This is an optimization exercise on Yosys and OpenROAD, whose aim is a short achievable clock period and few clock cycles, not a production implementation. In this exercise RTL edits were held to simulation tests only and were not proved equivalent to the original.

**config.mk**
```make
export PLATFORM = sky130hd
export DESIGN_NAME = pipeline_top
export DESIGN_NICKNAME = pipeline_top
export VERILOG_FILES = /design/flow/design.v
export SDC_FILE = /design/flow/constraint.sdc
export NUM_CORES = 4
export LEC_CHECK = 0
export CAP_MARGIN = 20
export CORE_MARGIN = 2
export CORE_UTILIZATION = 40
export SLEW_MARGIN = 20
```
**constraint.sdc**
```tcl
create_clock -name core_clock -period 30.0 [get_ports {clk}]
set_input_delay 6.0000 -clock core_clock [delete_from_list [all_inputs] [get_ports {clk}]]
set_output_delay 6.0000 -clock core_clock [all_outputs]
set_load 0.01 [all_outputs]
```
**design.v**
```verilog
module multiply(
    input clk, rstn,
    input [31:0] a, b,
    output [31:0] c
);
    assign c = a *b;
endmodule
module ALU (
  input [5:0]  ALU_Control,
  input [31:0] operand_A,
  input [31:0] operand_B,
  output reg [31:0] ALU_result
);
always @(*) begin
  case (ALU_Control)
    (6'b000000)  : ALU_result <= operand_A + operand_B;
    (6'b000001)  : ALU_result <= operand_A - operand_B;
    (6'b001000)   : ALU_result <= operand_A | operand_B;
    (6'b000101)  : ALU_result <= operand_A ^ operand_B;
    (6'b001001)  : ALU_result <= operand_A & operand_B;
    (6'b000010)  : ALU_result <= operand_A << operand_B[4:0];
    (6'b000110)  : ALU_result <= operand_A >> operand_B[4:0];
    (6'b000111)  : ALU_result <= $signed(operand_A) >>> operand_B[4:0];
    (6'b011111)  : ALU_result <= operand_A;
    (6'b111111) : ALU_result <= operand_A;
    (6'b000011)  : ALU_result <= ({31'b0,$signed(operand_A)<$signed(operand_B)});
    (6'b000100) : ALU_result <= ({31'b0,$unsigned(operand_A)<$unsigned(operand_B)});
    (6'b101010)  : ALU_result <= operand_A + operand_B;
    default: ALU_result <= 32'b0; 
  endcase
end	  
endmodule
module mini_decoder (
    input [31:0] instruction,
    input [31:0] PC,
    output reg[31:0]PC_predict
);
 wire [6:0]opcode;
 wire[12:0] sb_imm_orig;
 wire[31:0] sb_imm_32;
 wire jump_flag;
 wire branch_flag;
 reg[31:0] imm;
 reg branch_loop;
wire[20:0] uj_imm;
wire[31:0] uj_imm_32;
assign opcode=instruction[6:0]; 
assign uj_imm = {instruction[31], instruction[19:12], instruction[20], instruction[30:21], 1'b0};
assign uj_imm_32 = { {11{uj_imm[20]}}, uj_imm};
assign sb_imm_orig = {instruction[31], instruction[7], instruction[30:25], instruction[11:8], 1'b0};
assign sb_imm_32 = { {19{sb_imm_orig[12]}}, sb_imm_orig}; 
assign jump_flag =(opcode==7'b1101111);
assign branch_flag = (opcode==7'b1100011);
always @(*) begin
    if (jump_flag) begin
      imm=uj_imm_32;
    end
    else if (branch_flag)begin
      imm=sb_imm_32;
    end
    else begin
      imm=32'b0;
    end
    if (sb_imm_32[31]==1'b1) begin
      branch_loop=1'b1;  
    end
    else begin
      branch_loop=1'b0;   
    end
    if (branch_flag && branch_loop || jump_flag) begin
        PC_predict=PC+imm;
    end
    else begin
        PC_predict=PC+4;
    end
end
endmodule
module branch_unit (
    input [5:0]ALU_Control,
    input [31:0] operand_A,
    input [31:0] operand_B,
    output reg branch_result
);
always @(*) begin
     case (ALU_Control)
        (6'b001110) : branch_result <=  ($unsigned(operand_A)<$unsigned(operand_B));
        (6'b001101)  : branch_result <= ($signed(operand_A)>=$signed(operand_B));
        (6'b001111) : branch_result <= ($unsigned(operand_A)>=$unsigned(operand_B));
        (6'b001010)  : branch_result <= (operand_A == operand_B);
        (6'b001011)  : branch_result <= (operand_A != operand_B);
        (6'b001100)  : branch_result <= ($signed(operand_A)<$signed(operand_B));
    default: branch_result<= 1'b0;
 endcase  
end
endmodule
module decoder (
  input [31:0] instruction,
  output [4:0] read_sel1,                    
  output [4:0] read_sel2,                    
  output [4:0] rd,                           
  output reg[31:0] imm32                       
);
wire [6:0] opcode;
wire [2:0] funct3;
wire[6:0]  s_imm_msb;
wire[4:0]  s_imm_lsb;
wire[19:0] u_imm;
wire[11:0] i_imm_orig;
wire[20:0] uj_imm;
wire[11:0] s_imm_orig;
wire[12:0] sb_imm_orig;
wire[4:0] shamt;
wire[31:0] sb_imm_32;
wire[31:0] u_imm_32;
wire[31:0] i_imm_32;
wire[31:0] s_imm_32;
wire[31:0] uj_imm_32;  
wire[31:0] shamt_32;
assign opcode = instruction[6:0];
assign funct3 = instruction[14:12];
assign read_sel2  = instruction[24:20];
assign read_sel1  = instruction[19:15];
assign rd = instruction[11:7]; 
assign s_imm_msb = instruction[31:25];
assign s_imm_lsb = instruction[11:7];
assign s_imm_orig = {s_imm_msb, s_imm_lsb};
assign s_imm_32 = { {20{s_imm_orig[11]}},s_imm_orig};  
assign i_imm_orig = instruction[31:20];
assign i_imm_32 = { {20{i_imm_orig[11]}}, i_imm_orig};  
assign u_imm = instruction[31:12];
assign u_imm_32 = {u_imm, 12'b000000000000}; 
assign sb_imm_orig = {instruction[31], instruction[7], instruction[30:25], instruction[11:8], 1'b0};
assign sb_imm_32 = { {19{sb_imm_orig[12]}}, sb_imm_orig}; 
assign shamt = instruction[24:20];
assign shamt_32 = {27'b000000000000000000000000000, shamt};
always @(*) begin
    case (opcode)
        7'b0010011: begin
            if (funct3 == 3'b001 || funct3 == 3'b101) begin
                imm32 = shamt_32;  
            end else begin
                imm32 = i_imm_32;  
            end
        end
        7'b0000011: imm32 = i_imm_32;  
        7'b0100011: imm32 = s_imm_32;  
        7'b1100011: imm32 = sb_imm_32;  
        7'b1100111: imm32 = i_imm_32;  
        7'b0010111: imm32 = u_imm_32;  
        7'b0110111: imm32 = u_imm_32;  
        default: imm32 = 0;  
    endcase
end
endmodule
module decode_stage(
    input clk,
    input rstn,
    input stall_all,    
    input [5:0]ALU_Control,
    input branch_op,
    input [31:0]PC,
    input [31:0]instruction,
    input wrEN_WB,
    input [4:0]Rd_WB,  
    input [31:0]RWrdata_WB,   
    input [4:0] Rd_Exec,
    input mem_wEn_Exec,
    input [4:0] Rd_Mem,
    input mem_wEn_Mem,
    input [31:0] Data_mem_Mem,
    input [31:0] ALU_output_Mem,
    input [6:0]opcode_Mem,   
    input [6:0]opcode_Exec,
    input [6:0]opcode_WB,
    output [31:0]Rdata1,
    output [31:0]Rdata2,
    output [31:0] imm32,     
    output [4:0] Rd_Dec,       
    output reg[1:0] forward_select_A_Dec,  
    output reg[1:0] forward_select_B_Dec,
    output reg npc_control,
    output reg [31:0]jump_target_PC,     
    output reg wait_signal_c  
);
reg [31:0]operand_A,operand_B;
wire[4:0] Rsrc1,Rsrc2;
reg [4:0] Rdst_in;
reg [31:0] RWrdata;
reg wrEn;
reg wait_signal;
reg [1:0] forward_select_A,forward_select_A_c;
reg [1:0] forward_select_B,forward_select_B_c;
reg jump_flag,branch_jump_flag;
reg [1:0]predict_result;
decoder decoder_unit (
      .instruction(instruction),  
      .read_sel1(Rsrc1),      
      .read_sel2(Rsrc2),       
      .rd(Rd_Dec), 
      .imm32(imm32)            
   );
RegFile RF(
        .AddrA(Rsrc1), 
        .DataOutA(Rdata1), 
	      .AddrB(Rsrc2), 
        .DataOutB(Rdata2), 
	      .AddrW(Rdst_in), 
        .DataInW(RWrdata), 
        .WenW(wrEn),   
        .CLK(clk)
        );  
branch_unit branch_unit(
  .ALU_Control(ALU_Control),
  .operand_A(operand_A),
  .operand_B(operand_B),
  .branch_result(branch_result)
);
always @(*) begin
  Rdst_in=Rd_WB;
  RWrdata=RWrdata_WB;
  wrEn=wrEN_WB;
end 
always @(posedge clk or negedge rstn) begin
  if (!rstn) begin
    wait_signal<=1'b0;
    forward_select_A<=2'b00;
    forward_select_B<=2'b00;
  end
  else if (!stall_all) begin
    wait_signal<=wait_signal_c;
    forward_select_A<=forward_select_A_c;
    forward_select_B<=forward_select_B_c;
  end
end
always @(*) begin
    forward_select_A_c=2'b00;
    forward_select_B_c=2'b00;
    wait_signal_c=1'b0;
    operand_A=32'b0;
    operand_B=32'b0;
    jump_target_PC=32'b0;
    jump_flag=1'b0; 
    branch_jump_flag=1'b0;
    npc_control=1'b0;
    forward_select_A_Dec=2'b0;
    forward_select_B_Dec=2'b0;
    predict_result=2'b0;
  if (branch_op==1'b1 || ALU_Control==6'b111111)  begin  
    if (wait_signal==1'b0) begin 
      if (Rd_Exec!= 5'b0 && Rd_Exec==Rsrc1 && mem_wEn_Exec==1'b1 && opcode_Exec!=7'b1100011 ) begin  
          wait_signal_c=1'b1;
          forward_select_A_c=2'b10;  
      end
      else if (Rd_Mem!=5'b0 && Rd_Mem==Rsrc1 && mem_wEn_Mem==1'b1 && opcode_Mem!=7'b1100011) begin  
            wait_signal_c=1'b1;
            forward_select_A_c=2'b01;    
      end
      else if (Rd_WB!=5'b0 && Rd_WB==Rsrc1 && wrEN_WB==1'b0 && opcode_WB!=7'b1100011 && opcode_WB!=7'b0100011) begin
            wait_signal_c=1'b1;
            forward_select_A_c=2'b11;
      end
      else begin
        operand_A=Rdata1;
      end
      if (Rd_Exec!= 5'b0 && Rd_Exec==Rsrc2 && mem_wEn_Exec==1'b1 && opcode_Exec!=7'b1100011 ) begin
          wait_signal_c=1'b1;
          forward_select_B_c=2'b10;  
      end
      else if (Rd_Mem!=5'b0 && Rd_Mem==Rsrc2 && mem_wEn_Mem==1'b1 && opcode_Mem!=7'b1100011 ) begin
            wait_signal_c=1'b1;
            forward_select_B_c=2'b01;
      end
      else if (Rd_WB!=5'b0 && Rd_WB==Rsrc2 && wrEN_WB==1'b0 && opcode_WB!=7'b1100011 && opcode_WB!=7'b0100011) begin
            wait_signal_c=1'b1;
            forward_select_B_c=2'b11;
      end
      else begin
        operand_B=Rdata2;
      end
    end
    else if (wait_signal==1'b1)begin  
      wait_signal_c=1'b0;
      if (forward_select_A==2'b11) begin
          operand_A=Rdata1;
      end
      else if(forward_select_A==2'b01) begin   
          operand_A=RWrdata_WB;   
      end
      else if (forward_select_A==2'b10) begin  
        if(opcode_Mem==7'b0000011)
          operand_A=Data_mem_Mem;    
        else
          operand_A=ALU_output_Mem;    
      end
      else begin
        operand_A=Rdata1;     
      end
      if (forward_select_B==2'b11) begin
          operand_B=Rdata2;
      end
      else if(forward_select_B==2'b01) begin   
          operand_B=RWrdata_WB;   
      end
      else if (forward_select_B==2'b10) begin  
        if(opcode_Mem==7'b0000011)
          operand_B=Data_mem_Mem;    
        else
          operand_B=ALU_output_Mem;    
      end
      else begin
        operand_B=Rdata2;      
      end
    end
    if (wait_signal_c==1'b0) begin 
      if (imm32[31]==1'b1) begin   
        if (branch_result==1'b1) begin   
          predict_result=2'b11; 
        end
        else if (branch_result==1'b0) begin  
          predict_result=2'b01;
        end
      end
      else if (imm32[31]==1'b0) begin   
        if (branch_result==1'b1) begin   
          predict_result=2'b10;
        end
        else if (branch_result==1'b0) begin  
            predict_result=2'b11; 
        end
      end
      else begin
        predict_result=2'b0;
      end
      if (ALU_Control == 6'b111111) begin   
        jump_target_PC=operand_A+imm32;
        branch_jump_flag=1'b0;
        jump_flag=1'b1;
      end
      else if (branch_op==1'b1) begin     
        if (predict_result==2'b01) begin
          jump_target_PC=PC+4;
          branch_jump_flag=1'b1;
        end
        else if (predict_result==2'b10) begin
          jump_target_PC=PC + imm32;
          branch_jump_flag=1'b1;
        end
        else begin
          jump_target_PC=32'b0;  
          branch_jump_flag=1'b0;
        end
        jump_flag=1'b0;
      end
      else begin
        jump_target_PC=32'b0;
        jump_flag=1'b0;
        branch_jump_flag=1'b0;
      end
      if (jump_flag||branch_jump_flag) begin    
          npc_control=1'b1;
      end
      else begin
          npc_control=1'b0; 
      end
    end
  end
  else begin 
    if (Rd_Exec!= 5'b0 && Rd_Exec==Rsrc1 && mem_wEn_Exec==1'b1 && opcode_Exec!=7'b1100011)  begin 
            forward_select_A_Dec=2'b10;  
    end
    else if (Rd_Mem!=5'b0 && Rd_Mem==Rsrc1 && mem_wEn_Mem==1'b1 && opcode_Mem!=7'b1100011 ) begin  
            forward_select_A_Dec=2'b01;   
    end
    else 
      forward_select_A_Dec=2'b00;   
    if (Rd_Exec!= 5'b0 && Rd_Exec==Rsrc2 && mem_wEn_Exec==1'b1 && opcode_Exec!=7'b1100011) begin
            forward_select_B_Dec=2'b10;    
    end
    else if (Rd_Mem!=5'b0 && Rd_Mem==Rsrc2 && mem_wEn_Mem==1'b1 && opcode_Mem!=7'b1100011) begin  
          forward_select_B_Dec=2'b01;    
    end
    else 
      forward_select_B_Dec=2'b00;     
  end
end
endmodule
module execution(
  input [1:0] op_A_sel,
  input op_B_sel,
  input [5:0]ALU_Control,
  input [31:0] Rdata1,  
  input [31:0] Rdata2_in,  
  input [31:0] imm32,
  input [31:0] PC, 
  input [1:0] forward_select_A,
  input [1:0] forward_select_B,
  input [31:0]instruction_Exec,
  input [31:0]RWrdata_WB,
  input [31:0]Data_mem_Mem,
  input [31:0] ALU_output_Mem,
  input [6:0]opcode_Mem,
  output reg[31:0]Rdata2_out,
  output [6:0] opcode_Exec,
  output [31:0] ALU_result
);
reg [31:0] operand_A;  
reg [31:0] operand_B;   
  wire [31:0] mul_result;
  wire [31:0] ALU_result_temp;
assign opcode_Exec = instruction_Exec[6:0];
ALU ALU_inst (
  .ALU_Control(ALU_Control),  
  .operand_A(operand_A),      
  .operand_B(operand_B),      
  .ALU_result(ALU_result_temp)     
);
multiply mul_inst (
  .a(operand_A),
  .b(operand_B),
  .c(mul_result)
);
assign ALU_result = (ALU_Control == 6'b110011)? mul_result : ALU_result_temp;
always @(*) begin
  if(forward_select_A==2'b01 && op_A_sel==2'b00) begin
    operand_A=RWrdata_WB;   
  end
  else if (forward_select_A==2'b10 && op_A_sel==2'b00) begin
    if(opcode_Mem==7'b0000011)
      operand_A=Data_mem_Mem;    
    else
      operand_A=ALU_output_Mem;    
  end
  else begin
    case (op_A_sel)
      2'b00: operand_A=Rdata1;
      2'b01: operand_A=PC;   
      2'b10:  operand_A=PC + 32'd4;  
      2'b11: operand_A=32'b0; 
      default: operand_A=32'b0; 
    endcase
  end
  if (op_B_sel==1'b1) begin
      operand_B=imm32;
  end 
  else begin
    if(forward_select_B==2'b01) begin
      operand_B=RWrdata_WB;  
    end
    else if (forward_select_B==2'b10) begin
      if (opcode_Mem==7'b0000011)
        operand_B=Data_mem_Mem;
      else 
        operand_B=ALU_output_Mem;
    end
    else begin
        operand_B=Rdata2_in;
    end
  end
  if(ALU_Control==6'b101010) begin
     if(forward_select_B==2'b01) begin
      Rdata2_out=RWrdata_WB;  
    end
    else if (forward_select_B==2'b10) begin
      if (opcode_Mem==7'b0000011)
        Rdata2_out=Data_mem_Mem;
      else 
        Rdata2_out=ALU_output_Mem;
    end
    else begin
        Rdata2_out=Rdata2_in;
    end
  end
  else begin
    Rdata2_out=32'b0;
  end
end
endmodule
module ifetch(
    input npc_control,
    input IF_stall,
    input [31:0] branch_pc,   
    input rst,
    input clk,
    input [31:0] imem_rdata,
    output [31:0] instruction,
    output [31:0]PC,
    output halt
);
    reg [31:0] PC_in;
    wire [31:0]PC_out;
    wire [31:0]InstWord;
    wire [6:0]opcode;
   assign InstWord = imem_rdata;
    mini_decoder mini_decoder(
        .instruction(InstWord),
        .PC(PC_in),
        .PC_predict(PC_out)
    );
   assign PC=PC_in;   
    always @ (negedge clk)begin
        if (!rst) begin
            PC_in <= 32'b0;
        end
        else if (npc_control) begin
            PC_in <= (IF_stall)?PC:branch_pc;  
        end
        else begin
            PC_in <= (IF_stall)?PC:PC_out;
        end
    end
    assign instruction=InstWord;
    assign opcode = InstWord[6:0];
    assign halt = !((opcode == 7'b0110011)||(opcode == 7'b0010011)||(opcode == 7'b0100011)||(opcode == 7'b0000011)
   ||(opcode == 7'b1100011)||(opcode == 7'b1100111) ||(opcode == 7'b1101111)||(opcode == 7'b0010111)||(opcode == 7'b0110111));
endmodule
module mem_access(
    input clk,
    input mem_wEn,          
    input load_extend_sign,  
    input branch_op,       
    input [1:0]MemSize,
    input [31:0] instruction_Mem,
    input [31:0] imm32,
    input [31:0] Rdata2,
    input [31:0]ALU_result,  
    input [31:0] dmem_rdata,
    output [31:0] dmem_addr,
    output [31:0] dmem_wdata,
    output [1:0] dmem_size,
    output dmem_we,
    output [31:0]DataWord,
    output [6:0] opcode_Mem
);
assign opcode_Mem = instruction_Mem[6:0];
assign dmem_addr = ALU_result;
assign dmem_wdata = Rdata2;
assign dmem_size = MemSize;
assign dmem_we = !mem_wEn;
DataMem DMEM(
    .Addr(ALU_result), 
    .Size(MemSize), 
    .load_extend_sign(load_extend_sign),
    .RData(dmem_rdata), 
    .DataOut(DataWord)
    );
endmodule
module DataMem(Addr, Size, load_extend_sign, RData, DataOut);
   input [31:0] Addr;
   input [1:0] 	Size; 
   input load_extend_sign;  
   input [31:0] RData;   
   output reg[31:0] DataOut;
   wire [7:0] ByteB;
   wire [15:0] HalfB;
   assign ByteB = RData[8*Addr[1:0] +: 8];
   assign HalfB = Addr[1] ? RData[31:16] : RData[15:0];
always @ (*) begin
    if (Size == 2'b00 && load_extend_sign == 1'b1) begin
        DataOut = {{24{ByteB[7]}}, ByteB};
    end else if (Size == 2'b00 && load_extend_sign == 1'b0) begin
        DataOut = {24'b0, ByteB};
    end else if (Size == 2'b01 && load_extend_sign == 1'b1) begin
        DataOut = {{16{HalfB[15]}}, HalfB};
    end else if (Size == 2'b01 && load_extend_sign == 1'b0) begin
        DataOut = {16'b0, HalfB};
    end else begin
        DataOut = RData;
    end
end
endmodule  
module RegFile(AddrA, DataOutA,
	       AddrB, DataOutB,
	       AddrW, DataInW, WenW, CLK);
   input [4:0] AddrA, AddrB, AddrW;
   output [31:0] DataOutA, DataOutB;
   reg [31:0] DataOutA, DataOutB;   
   input [31:0]  DataInW;
   input 	 WenW, CLK;
   reg [31:0] 	 Mem[0:31];
   always @ * begin
      DataOutA = (AddrA == 0) ? 32'h00000000 : Mem[AddrA];
      DataOutB = (AddrB == 0) ? 32'h00000000 : Mem[AddrB]; 
   end
   always @ (negedge CLK) begin
     if (!WenW) begin
       Mem[AddrW] <= DataInW;
     end
      Mem[0] <= 0;  
   end
endmodule  
module write_back(
    input wb_sel,
    input [31:0] ALU_result,
    input [31:0]DataWord,
    input [31:0]instruction_WB,
    output [31:0]RWrdata,
    output [6:0] opcode_WB
);
assign RWrdata = (wb_sel)? DataWord:ALU_result;  
assign opcode_WB = instruction_WB[6:0];
endmodule
module control  (
  input [31:0] instruction,
  output reg wEn,    
  output reg [1:0] op_A_sel,                  
  output reg op_B_sel,                       
  output reg [5:0] ALU_Control,               
  output reg branch_op,                        
  output reg mem_wEn,
  output reg [1:0]MemSize,
  output reg load_extend_sign,
  output reg wb_sel
);
wire [6:0] opcode;
wire [6:0] funct7;
wire [2:0] funct3;
assign opcode = instruction[6:0];
assign funct7 = instruction[31:25];
assign funct3 = instruction[14:12];
always @(*) begin 
  wEn <= 1;
  op_A_sel <= 2'b00;
  op_B_sel <= 0;
  ALU_Control <= 6'b000000;
  branch_op <= 0;
  mem_wEn <= 1;
  MemSize <= 2'b00;
  load_extend_sign <= 1'b0;
  wb_sel <= 0;
  case (opcode) 
    7'b0110011: begin  
    branch_op <= 0;
    mem_wEn <= 1;
    op_A_sel <= 2'b00;  
    op_B_sel <= 0;  
    wb_sel <= 0;  
    wEn <= 0;
        case (funct3)
              3'b000 : begin
                  if (funct7 == 7'b0000000) begin 
                          ALU_Control <= 6'b000000;
                  end else if (funct7==7'b0100000) begin
                          ALU_Control <= 6'b000001;      
                  end else if (funct7==7'b0000001) begin
                          ALU_Control <= 6'b110011;
                  end
              end
              3'b001: ALU_Control<=6'b000010;  
              3'b010: ALU_Control<=6'b000011; 
              3'b011: ALU_Control<=6'b000100; 
              3'b100: ALU_Control<=6'b000101; 
              3'b101: begin
                  if(funct7==7'b0000000)begin
                      ALU_Control<=6'b000110;  
                  end
                  else if (funct7==7'b0100000) begin
                      ALU_Control<=6'b000111;  
                  end
              end
              3'b110:ALU_Control<=6'b001000; 
              3'b111:ALU_Control<=6'b001001; 
              default: ALU_Control<=6'b000000;
        endcase
    end 		  
  7'b0010011: begin  
    branch_op <= 0;
    mem_wEn <= 1;
    op_A_sel <= 2'b00; 
    op_B_sel <= 1;  
    wb_sel <= 0;
    wEn <= 0;
        case (funct3)
          3'b000: ALU_Control <= 6'b000000;
          3'b001:ALU_Control <=6'b000010;
          3'b010: ALU_Control<=6'b000011;
          3'b011: ALU_Control<=6'b000100;
          3'b100: ALU_Control<=6'b000101;
          3'b101: begin
              if (funct7 == 7'b0000000) begin 
              ALU_Control <= 6'b000110;  
              end else if(funct7==7'b0100000) begin 
              ALU_Control <= 6'b000111;  
              end
          end
          3'b110: ALU_Control <= 6'b001000;
          3'b111: ALU_Control <= 6'b001001;
          default: ALU_Control<=6'b000000;
        endcase
  end
      7'b0000011: begin  
    branch_op <= 0;
    mem_wEn <= 1;  
    op_A_sel <= 2'b00;
    op_B_sel <= 1;
    wb_sel <= 1;
    wEn <= 0;   
    ALU_Control <= 6'b000000;
    case (funct3)
      3'b000 :begin MemSize<=2'b00; load_extend_sign<= 1'b1; end 
      3'b001 : begin MemSize<=2'b01; load_extend_sign<= 1'b1; end  
      3'b010 : begin MemSize<= 2'b10; load_extend_sign<=1'b1; end 
      3'b100:begin MemSize<=2'b00;load_extend_sign<= 1'b0; end 
      3'b101:begin MemSize<=2'b01;load_extend_sign<= 1'b0; end 
      default: begin MemSize<=2'b00;load_extend_sign<= 1'b0; end
    endcase
  end 
      7'b0100011: begin  
    branch_op <= 0;
    mem_wEn <= 0;  
    op_A_sel <= 2'b00;  
    op_B_sel <= 1;   
    wb_sel <= 0;
    wEn <= 1;
    ALU_Control <= 6'b101010;
    case (funct3)
      3'b000: MemSize<=2'b00;  
      3'b001: MemSize<=2'b01;  
      3'b010: MemSize<=2'b10;  
      default: MemSize<=2'b11;
    endcase
  end
      7'b1100011 : begin  
      branch_op <= 1;    
      mem_wEn <= 1;
      op_A_sel <= 2'b00;   
      op_B_sel <= 0;   
      wb_sel <= 0;
      wEn <= 1;
      case (funct3)
          3'b000 : ALU_Control<=6'b001010;
          3'b001: ALU_Control<=6'b001011;
          3'b100: ALU_Control<=6'b001100;
          3'b101 : ALU_Control<=6'b001101;
          3'b110 : ALU_Control<=6'b001110;
          3'b111: ALU_Control<=6'b001111;
      endcase
  end
  7'b1100111: begin  
    branch_op <= 0;
    mem_wEn <= 1;
    op_A_sel <= 2'b10;  
    op_B_sel <= 0;   
    wb_sel <= 0;
    wEn <= 0;
    ALU_Control <= 6'b111111;  
  end
  7'b1101111: begin  
    branch_op <= 0;
    mem_wEn <= 1;
    op_A_sel <= 2'b10;   
    op_B_sel <= 0;  
    wb_sel <= 0;
    wEn <= 0;
    ALU_Control <= 6'b011111;  
  end
  7'b0010111: begin  
    mem_wEn <= 1;
    op_A_sel <= 2'b01;  
    op_B_sel <= 1;  
    wb_sel <= 0;
    wEn <= 0;
    ALU_Control <=6'b000000;   
  end
  7'b0110111 : begin  
    branch_op <= 0;
    mem_wEn <= 1;
    op_A_sel <= 2'b11;  
    op_B_sel <= 1;      
    wb_sel <= 0;
    wEn <= 0;
    ALU_Control <= 6'b000000;  
  end
  endcase 
end	 
endmodule
module pipeline_top (
    input clk, rstn,
    output reg halt_out,
    output [31:0] imem_addr,
    input [31:0] imem_rdata,
    output [31:0] dmem_addr,
    output [31:0] dmem_wdata,
    output [1:0] dmem_size,
    output dmem_we,
    input [31:0] dmem_rdata
);
wire stall_all, stall_IF, stall_Dec, stall_Exec;   
wire flush_all, flush_IF, flush_Dec;  
wire wait_signal_Dec;   
wire IF_stall;  
wire [31:0] PC_IF,PC_Dec_out;
reg [31:0] PC_Dec_in,PC_Exec_in;
wire [31:0] Instruction_IF; 
reg [31:0] Instruction_Dec,Instruction_Exec,Instruction_Mem,Instruction_WB;
wire [31:0]Imm_Dec;
reg [31:0] Imm_Mem,Imm_Exec;   
wire [31:0]A_Dec,B_Dec;
reg [31:0] A_Exec;   
reg [31:0] B_Exec;   
wire [31:0]Rdata1_Dec;
reg [31:0] Rdata1_Exec;
wire [31:0]Rdata2_Dec,Rdata2_Exec_out;
reg [31:0] Rdata2_Exec_in,Rdata2_Mem;
wire [4:0]Rd_Dec;
reg [4:0] Rd_Exec,Rd_Mem,Rd_WB;  
wire [31:0]ALU_output_Exec;
reg [31:0] ALU_output_Mem, ALU_output_WB;
wire [31:0]Data_mem_Mem;
reg  [31:0]  Data_mem_WB;
wire [31:0] RWrdata_WB;
wire wrEn_Dec;
reg wrEn_Exec,wrEn_Mem,wrEN_WB;
wire [1:0]op_A_sel_Dec;
reg [1:0]op_A_sel_Exec;
wire op_B_sel_Dec;
reg op_B_sel_Exec;
wire [5:0]ALU_Control_Dec;
reg [5:0]ALU_Control_Exec;
wire branch_op_Dec;
reg branch_op_Exec,branch_op_Mem;
wire mem_wEn_Dec;
reg mem_wEn_Exec,mem_wEn_Mem;
wire [1:0] MemSize_Dec;
reg [1:0]MemSize_Exec,MemSize_Mem;
wire load_extend_sign_Dec;
reg load_extend_sign_Exec,load_extend_sign_Mem;
wire wb_sel_Dec;
reg wb_sel_Exec,wb_sel_Mem,wb_sel_WB;
wire [6:0] opcode_Exec,opcode_Mem,opcode_WB;
wire npc_control_Dec;   
wire [1:0]forward_select_A_Dec,forward_select_B_Dec;
reg [1:0] forward_select_A_Exec,forward_select_B_Exec;
wire halt_IF;
reg halt_Dec,halt_Exec,halt_Mem,halt_WB;
wire stall_hazard_if, stall_hazard_dec, stall_hazard_ex;
assign stall_IF=stall_Dec||halt_IF||stall_hazard_if;
assign stall_Dec=wait_signal_Dec||stall_hazard_dec;   
assign imem_addr = PC_IF;
assign stall_Exec = stall_hazard_ex;
assign IF_stall=stall_IF||stall_all;
ifetch IF (
    .clk(clk),
    .rst(rstn),    
    .IF_stall(IF_stall),
    .imem_rdata(imem_rdata),
    .branch_pc(PC_Dec_out),    
    .npc_control(npc_control_Dec), 
    .instruction(Instruction_IF), 
    .PC (PC_IF),
    .halt(halt_IF)
    );
control Control(
    .instruction(Instruction_Dec),
    .wEn(wrEn_Dec),
    .op_A_sel(op_A_sel_Dec),
    .op_B_sel(op_B_sel_Dec),
    .ALU_Control(ALU_Control_Dec),
    .branch_op(branch_op_Dec),
    .mem_wEn(mem_wEn_Dec),
    .MemSize(MemSize_Dec),
    .load_extend_sign(load_extend_sign_Dec),
    .wb_sel(wb_sel_Dec)
);
decode_stage Dec (
    .clk(clk),
    .rstn(rstn),
    .stall_all(stall_all),
    .ALU_Control(ALU_Control_Dec),
    .branch_op(branch_op_Dec),
    .PC(PC_Dec_in),
    .instruction(Instruction_Dec),
    .wrEN_WB(wrEN_WB),
    .Rd_WB(Rd_WB),    
    .RWrdata_WB(RWrdata_WB),
    .Rd_Exec(Rd_Exec),
    .mem_wEn_Exec(mem_wEn_Exec),
    .Rd_Mem(Rd_Mem),
    .mem_wEn_Mem(mem_wEn_Mem),
    .Data_mem_Mem(Data_mem_Mem),
    .ALU_output_Mem(ALU_output_Mem),
    .opcode_Mem(opcode_Mem),
    .opcode_Exec(opcode_Exec),
    .opcode_WB(opcode_WB),
    .Rdata1(Rdata1_Dec),
    .Rdata2(Rdata2_Dec),
    .imm32(Imm_Dec),
    .Rd_Dec(Rd_Dec),
    .forward_select_A_Dec(forward_select_A_Dec),
    .forward_select_B_Dec(forward_select_B_Dec),
    .npc_control(npc_control_Dec),
    .jump_target_PC(PC_Dec_out),
    .wait_signal_c(wait_signal_Dec)
);
execution Exec (
    .op_A_sel(op_A_sel_Exec),
    .op_B_sel(op_B_sel_Exec),
    .ALU_Control(ALU_Control_Exec),
    .Rdata1(Rdata1_Exec),
    .Rdata2_in(Rdata2_Exec_in),
    .imm32(Imm_Exec),
    .PC(PC_Exec_in),
    .forward_select_A(forward_select_A_Exec),
    .forward_select_B(forward_select_B_Exec),
    .instruction_Exec(Instruction_Exec),
    .RWrdata_WB(RWrdata_WB),
    .Data_mem_Mem(Data_mem_Mem),
    .ALU_output_Mem(ALU_output_Mem),
    .opcode_Mem(opcode_Mem),
    .Rdata2_out(Rdata2_Exec_out),
    .ALU_result(ALU_output_Exec),
    .opcode_Exec(opcode_Exec)
    );
mem_access Mem(
    .clk(clk),
    .mem_wEn(mem_wEn_Mem),
    .load_extend_sign(load_extend_sign_Mem),
    .branch_op(branch_op_Mem),
    .MemSize(MemSize_Mem),
    .instruction_Mem(Instruction_Mem),
    .imm32(Imm_Mem),
    .Rdata2(Rdata2_Mem),
    .ALU_result(ALU_output_Mem),
    .dmem_rdata(dmem_rdata),
    .dmem_addr(dmem_addr),
    .dmem_wdata(dmem_wdata),
    .dmem_size(dmem_size),
    .dmem_we(dmem_we),
    .DataWord(Data_mem_Mem),
    .opcode_Mem(opcode_Mem)
);
assign stall_all = 1'b0;
assign stall_hazard_dec = 1'b0;
assign stall_hazard_if = 1'b0;
assign stall_hazard_ex = 1'b0;
write_back WB(
    .wb_sel(wb_sel_WB),
    .ALU_result(ALU_output_WB),
    .DataWord(Data_mem_WB),
    .instruction_WB(Instruction_WB),
    .RWrdata(RWrdata_WB),
    .opcode_WB(opcode_WB)
);
always @(posedge clk or negedge rstn) begin 
    if (!rstn) begin
        halt_Dec<=1'b0;
        halt_Exec<=1'b0;
        halt_Mem<=1'b0;
        halt_WB<=1'b0;
        halt_out<=1'b0;
        wrEn_Exec<=1'b1;
        wrEn_Mem<=1'b1;
        wrEN_WB<=1'b1;
        ALU_Control_Exec<=6'b0;
        branch_op_Exec<=1'b0;
        branch_op_Mem<=1'b0;
        mem_wEn_Exec<=1'b1;
        mem_wEn_Mem<=1'b1;
        MemSize_Exec<=2'b0;
        MemSize_Mem<=2'b0;
        load_extend_sign_Exec<=1'b0;
        load_extend_sign_Mem<=1'b0;
        wb_sel_Exec<=1'b0;
        wb_sel_Mem<=1'b0;
        wb_sel_WB<=1'b0;
        PC_Dec_in <= 32'b0;
        Instruction_Dec <= 32'b0;
        Instruction_Exec<=32'b0;
        Instruction_Mem<=32'b0;
        Instruction_WB<=32'b0;
        PC_Exec_in <= 32'b0;
        A_Exec <= 32'b0;
        Rdata1_Exec<=32'b0;
        Rdata2_Exec_in<=32'b0;
        B_Exec <= 32'b0;
        Imm_Exec <= 32'b0;
        Rd_Exec <= 32'b0;
        op_A_sel_Exec<=2'b0;
        op_B_sel_Exec<=1'b0;
        forward_select_A_Exec<=2'b0;
        forward_select_B_Exec<=2'b0;
        ALU_output_Mem <= 32'b0;
        Rdata2_Mem<=32'b0;
        Rd_Mem<=32'b0;   
        Data_mem_WB <= 32'b0;
        ALU_output_WB <= 32'b0;
        Rd_WB<=32'b0;   
    end
    else begin
        halt_Dec<=halt_IF;
        halt_Exec<=halt_Dec;
        halt_Mem<=halt_Exec;
        halt_WB<=halt_Mem;
        halt_out<=halt_WB;
        wrEn_Exec<=(stall_all | stall_Dec)? wrEn_Exec : wrEn_Dec;
        ALU_Control_Exec<=(stall_all | stall_Dec)? ALU_Control_Exec : ALU_Control_Dec;
        branch_op_Exec<=(stall_all | stall_Dec)? branch_op_Exec : branch_op_Dec;
        mem_wEn_Exec<=(stall_all | stall_Dec)? mem_wEn_Exec : mem_wEn_Dec;
        MemSize_Exec<=(stall_all | stall_Dec)? MemSize_Exec : MemSize_Dec;
        load_extend_sign_Exec<=(stall_all | stall_Dec)? load_extend_sign_Exec : load_extend_sign_Dec;
        wb_sel_Exec<=(stall_all | stall_Dec)? wb_sel_Exec : wb_sel_Dec;
        op_A_sel_Exec<=(stall_all | stall_Dec)?op_A_sel_Exec:op_A_sel_Dec;
        op_B_sel_Exec<=(stall_all | stall_Dec)?op_B_sel_Exec:op_B_sel_Dec;
        PC_Exec_in<=(stall_all | stall_Dec)?PC_Exec_in:PC_Dec_in;
        forward_select_A_Exec<=(stall_all | stall_Dec)?forward_select_A_Exec:forward_select_A_Dec;
        forward_select_B_Exec<=(stall_all | stall_Dec)? forward_select_B_Exec:forward_select_B_Dec;
        wrEn_Mem<=(stall_all | stall_Exec)? wrEn_Mem : wrEn_Exec;  
        branch_op_Mem<=(stall_all | stall_Exec)? branch_op_Mem : branch_op_Exec;
        mem_wEn_Mem<=(stall_all | stall_Exec)? mem_wEn_Mem : mem_wEn_Exec;
        MemSize_Mem<=(stall_all | stall_Exec)? MemSize_Mem : MemSize_Exec;
        load_extend_sign_Mem<=(stall_all | stall_Exec)? load_extend_sign_Mem : load_extend_sign_Exec;
        wb_sel_Mem<=(stall_all | stall_Exec)? wb_sel_Mem : wb_sel_Exec;
        wb_sel_WB<=(stall_all)? wb_sel_WB : wb_sel_Mem;
        wrEn_Mem<=(stall_all)? wrEn_Mem : wrEn_Exec;  
        PC_Dec_in <= (stall_all | stall_IF)? PC_Dec_in : PC_IF;
        Instruction_Dec <= (stall_all | stall_IF)? Instruction_Dec : Instruction_IF;
        PC_Exec_in <= (stall_all | stall_Dec)? PC_Exec_in : PC_Dec_in;
        A_Exec <= (stall_all | stall_Dec)? A_Exec : A_Dec;
        B_Exec <= (stall_all | stall_Dec)? B_Exec : B_Dec;
        Rdata1_Exec<= (stall_all | stall_Dec)? Rdata1_Exec : Rdata1_Dec;
        Rdata2_Exec_in<= (stall_all | stall_Dec)? Rdata2_Exec_in : Rdata2_Dec;
        Imm_Exec <= (stall_all | stall_Dec)? Imm_Exec : Imm_Dec;
        Rd_Exec <= (stall_all | stall_Dec)? Rd_Exec : Rd_Dec;
        Instruction_Exec<=(stall_all | stall_Dec)?Instruction_Exec:Instruction_Dec;
        if (!stall_all && stall_Dec) begin
            wrEn_Exec<=1'b1;
            mem_wEn_Exec<=1'b1;
            Rd_Exec<=5'b0;
            Instruction_Exec<=32'b0;
            forward_select_A_Exec<=2'b00;
            forward_select_B_Exec<=2'b00;
        end
        ALU_output_Mem <= (stall_all | stall_Exec)? ALU_output_Mem : ALU_output_Exec;
        Rdata2_Mem<= (stall_all | stall_Exec)? Rdata2_Mem : Rdata2_Exec_out;
        Rd_Mem<= (stall_all | stall_Exec)? Rd_Mem : Rd_Exec;   
        Instruction_Mem<=(stall_all | stall_Exec)? Instruction_Mem:Instruction_Exec;
        Data_mem_WB <= (stall_all)? Data_mem_WB : Data_mem_Mem;
        ALU_output_WB <= (stall_all)? ALU_output_WB : ALU_output_Mem;
        Rd_WB<= (stall_all)? Rd_WB : Rd_Mem;  
        wrEN_WB<= (stall_all)? wrEN_WB : wrEn_Mem;
        Instruction_WB<=(stall_all)? Instruction_WB:Instruction_Mem;
    end
end
endmodule
```
**run.sh**
```bash
#!/bin/bash
# synth_recipe.tcl (not shown) runs the flow's synth.tcl, then flattens the netlist and writes it again
# the make line also repeats each setting of config.mk as NAME=value (left out here)
make -C /OpenROAD-flow-scripts/flow DESIGN_CONFIG=/design/flow/config.mk WORK_HOME=/design/flow/orfs CLKGATE_MAP_FILE= SYNTH_SCRIPT=/design/flow/synth_recipe.tcl finish
```
==> run summary <==
-- synthesized netlist by cell type (70+ instances only) --
| cell | n | area share |
|---|---|---|
| edfxtp_1 | 992 | 0.31 |
| nand2_1 | 977 | 0.038 |
| nor2_1 | 750 | 0.029 |
| mux4_2 | 583 | 0.13 |
| inv_1 | 539 | 0.021 |
| fa_1 | 413 | 0.085 |
| o21ai_0 | 410 | 0.021 |
| a21oi_1 | 403 | 0.021 |
| dfrtp_1 | 387 | 0.099 |
| clkbuf_1 | 374 | 0.014 |
| ha_1 | 354 | 0.045 |
| mux2i_1 | 181 | 0.019 |
| xnor2_1 | 173 | 0.016 |
| buf_1 | 108 | 0.0042 |
| nor3_1 | 107 | 0.0055 |
| a21o_1 | 106 | 0.0082 |
| nand3_1 | 99 | 0.0051 |
| mux2_2 | 98 | 0.011 |
| o22ai_1 | 86 | 0.0055 |
| xor2_1 | 74 | 0.0066 |
| a211oi_1 | 70 | 0.0054 |
| and2_1 | 70 | 0.0045 |
-- area by class of cell --
cell class / instances / area, sq um
fill: 22338 / 130000
multi-input combinational: 5967 / 53400
sequential: 1416 / 40300
clock inverter: 1136 / 5300
clock buffer: 186 / 4370
tap: 3202 / 4010
timing repair buffer: 419 / 3670
inverter: 564 / 2130
antenna: 10 / 25.0
-- kinds of logic after synthesis --
kind of cell	Yosys count	synth area share
mux	867	0.165
flops	1416	0.412
fa+ha+maj	769	0.130
compound gates	1720	0.117
buf+inv	1130	0.0453
simple gates	2357	0.106
xor+xnor	254	0.0238
-- worst paths after layout --
| kind | startpoint | to | slack, ns | cells past startpoint |
|---|---|---|---|---|
| setup / recovery | dmem_rdata[24] | IF.PC_in[30] | 2.08 | 31 |
| hold / removal | wrEn_Exec | wrEn_Mem | 0.34 | 0 |
| setup reg to reg | Instruction_Dec[16] | IF.PC_in[30] | 5.25 | 30 |
| hold reg to reg | wrEn_Exec | wrEn_Mem | 0.34 | 0 |
| max in group asynchronous | rstn | Rdata2_Mem[17] | 22.59 | 3 |
| min in group asynchronous | rstn | halt_Exec | 5.15 | 1 |
-- layout by cell type, fill, tap and decap left out, types with 106 or more instances in the layout --
master           Yosys  routed
nand2_1            977     975
a21o_1             106     106
dfrtp_1            387     375
edfxtp_1           992     992
clkdlybuf4s50_1      0     164
mux4_2             583     583
clkbuf_16            0     169
xnor2_1            173     172
buf_4               13     245
mux2i_1            181     177
nor2_1             750     714
inv_1              539    1580
ha_1               354     354
o21ai_0            410     405
fa_1               413     413
a21oi_1            403     399
-- critical path, delay by kind of cell --
kind / cells / cell delay, ns
AND/OR/NAND/NOR: 8 / 1.92
AO/OA/AOI/OAI: 17 / 3.83
adder cells (fa/ha/maj): 2 / 0.38
buffers and inverters: 2 / 0.68
multiplexers: 2 / 0.78
-- per-stage QoR --
step	area (sq um)	setup slack (ns)	std cells
floorplan	97600	3.51	8513
global placement	103000	1.54	11568
detailed placement	103000	1.54	11568
CTS	113000	2.30	12889
global route	113000	1.76	12891
finish	113000	2.08	12900
-- flip-flops by register name, summed over array words and instances (netlist names), 32 cells and up --
signal,cells
Rdata2_Mem,32
Rdata1_Exec,32
PC_Exec_in,32
ALU_output_WB,32
ALU_output_Mem,32
Dec.RF.Mem,992
PC_Dec_in,32
IF.PC_in,32
Imm_Exec,32
Data_mem_WB,32
Rdata2_Exec_in,32
Instruction_Dec,32
-- routing by layer --
| metal | part of all wire | up-vias | global-route usage |
|---|---|---|---|
| met3 | 0.076 | 1018 | 0.0679 |
| met2 | 0.49 | 4285 | 0.559 |
| li1 | - | 33414 | - |
| met5 | 0.00024 | - | 0 |
| met1 | 0.36 | 40612 | 0.393 |
| met4 | 0.076 | 16 | 0.231 |
==> metrics.csv <==
stage,metric,value,unit
routing,DR DRC count,0,
synthesis,number of library cell types mapped by synthesis,128,
clocking,clock tree from TritonCTS,built,
worst_hold_path,class of the worst hold path,reg2reg,
timing,sum of negative setup slack,0,ns
routing,Routed WL,424000,microns
synthesis,cell count after synthesis,8513,
clocking,clock slew at reported path FFs,0.06,ns
place,final weighted congestion of routability-driven global placement,1.01,
clocking,Resized Gates After CTS,0,
routing,vias after detailed routing,79345,
clocking,post-CTS setup buffer count,0,
critical_path,arrival time at the worst endpoint,13.58,ns
layout,area delta synth->final,16.0,%
synthesis,post-synthesis average cell area,11.5,sq um
global_routing,number of global-route vias before repair,81337,
synthesis,share of synthesized flip-flops with an asynchronous set or reset,0.277,
clocking,TritonCTS Buffers,164,
clocking,clock tree buffer depth,3,
floorplanning,num ports,166,
critical_path,Worst setup SP type,input pin,
routing,Detail Route Antenna Nets,0,
global_routing,total congestion overflow,0,
global_routing,wire length of the first global-routing pass,594000,microns
place,HPWL Detailed,299000,microns
clocking,number of sinks driven by the clock tree,1416,
run_status,result of the run,timing/DRC/antenna clean,
routing,average wire per cell in the routed design,32.9,microns
timing,Clock Skew,0.0961,ns
routing,1st-pass router iterations,6,
synthesis,Synth warnings,12,
floorplanning,die area,0.248,sq mm
timing,final hold violation count,0,
floorplanning,vertical extent of the die,498,microns
timing,Hold Slack,0.336,ns
timing,transition time at the pin with the least slew margin,1.27,ns
critical_path,Critical-path top delay cell,a21boi_0,
job,max-cap viol count,0,
clocking,cell at the root of the clock tree,clkbuf_16,
clocking,H-tree levels,4,
global_routing,pin count of the biggest net entering global routing,138,
global_routing,total global-route track usage,0.337,
timing,headroom to the max-slew limit,0.150,
timing,total count of max-transition violations in the final report,0,
critical_path,start-to-end type of the worst setup path,in2reg,
clocking,count of hold-fix buffers inserted at cts,0,
critical_path,cell occurring most often along the worst timing path,o21a_1,
floorplanning,Starting Density,0.402,
synthesis,"EDFF count, synth",992,
layout,NumNets Final,10389,
floorplanning,Die W,498,microns
synthesis,net count after synthesis,9346,
layout,final core utilization,0.466,
routing,First DRT Iteration DRCs,8609,
synthesis,Post-synth top flop,edfxtp_1,
synthesis,mapped cell area,0.0976,sq mm
floorplanning,area inside the core boundary,0.243,sq mm
layout,share of layout cells above drive strength 1,0.146,
critical_path,critical path's largest stage delay,0.82,ns
synthesis,flip-flop and latch count after synthesis,1416,
timing,RSZ-0062 raised after global routing,false,
clocking,clock latency on the worst-skew pair,0.84,ns
floorplanning,count of standard-cell rows,181,
place,number of input and output port buffers inserted,165,
critical_path,data required time of the worst path,15.66,ns
critical_path,maximum fanout count along the critical path,12,
critical_path,critical path endpoint category,flip-flop,
routing,vias per cell,6.15,
synthesis,post-synthesis sequential area ratio,0.412,
global_routing,antenna violations before repair,23,
timing,Finish-stage setup viols,0,
Testbench counts, summed over its fixed seeds: cycles 43,507.
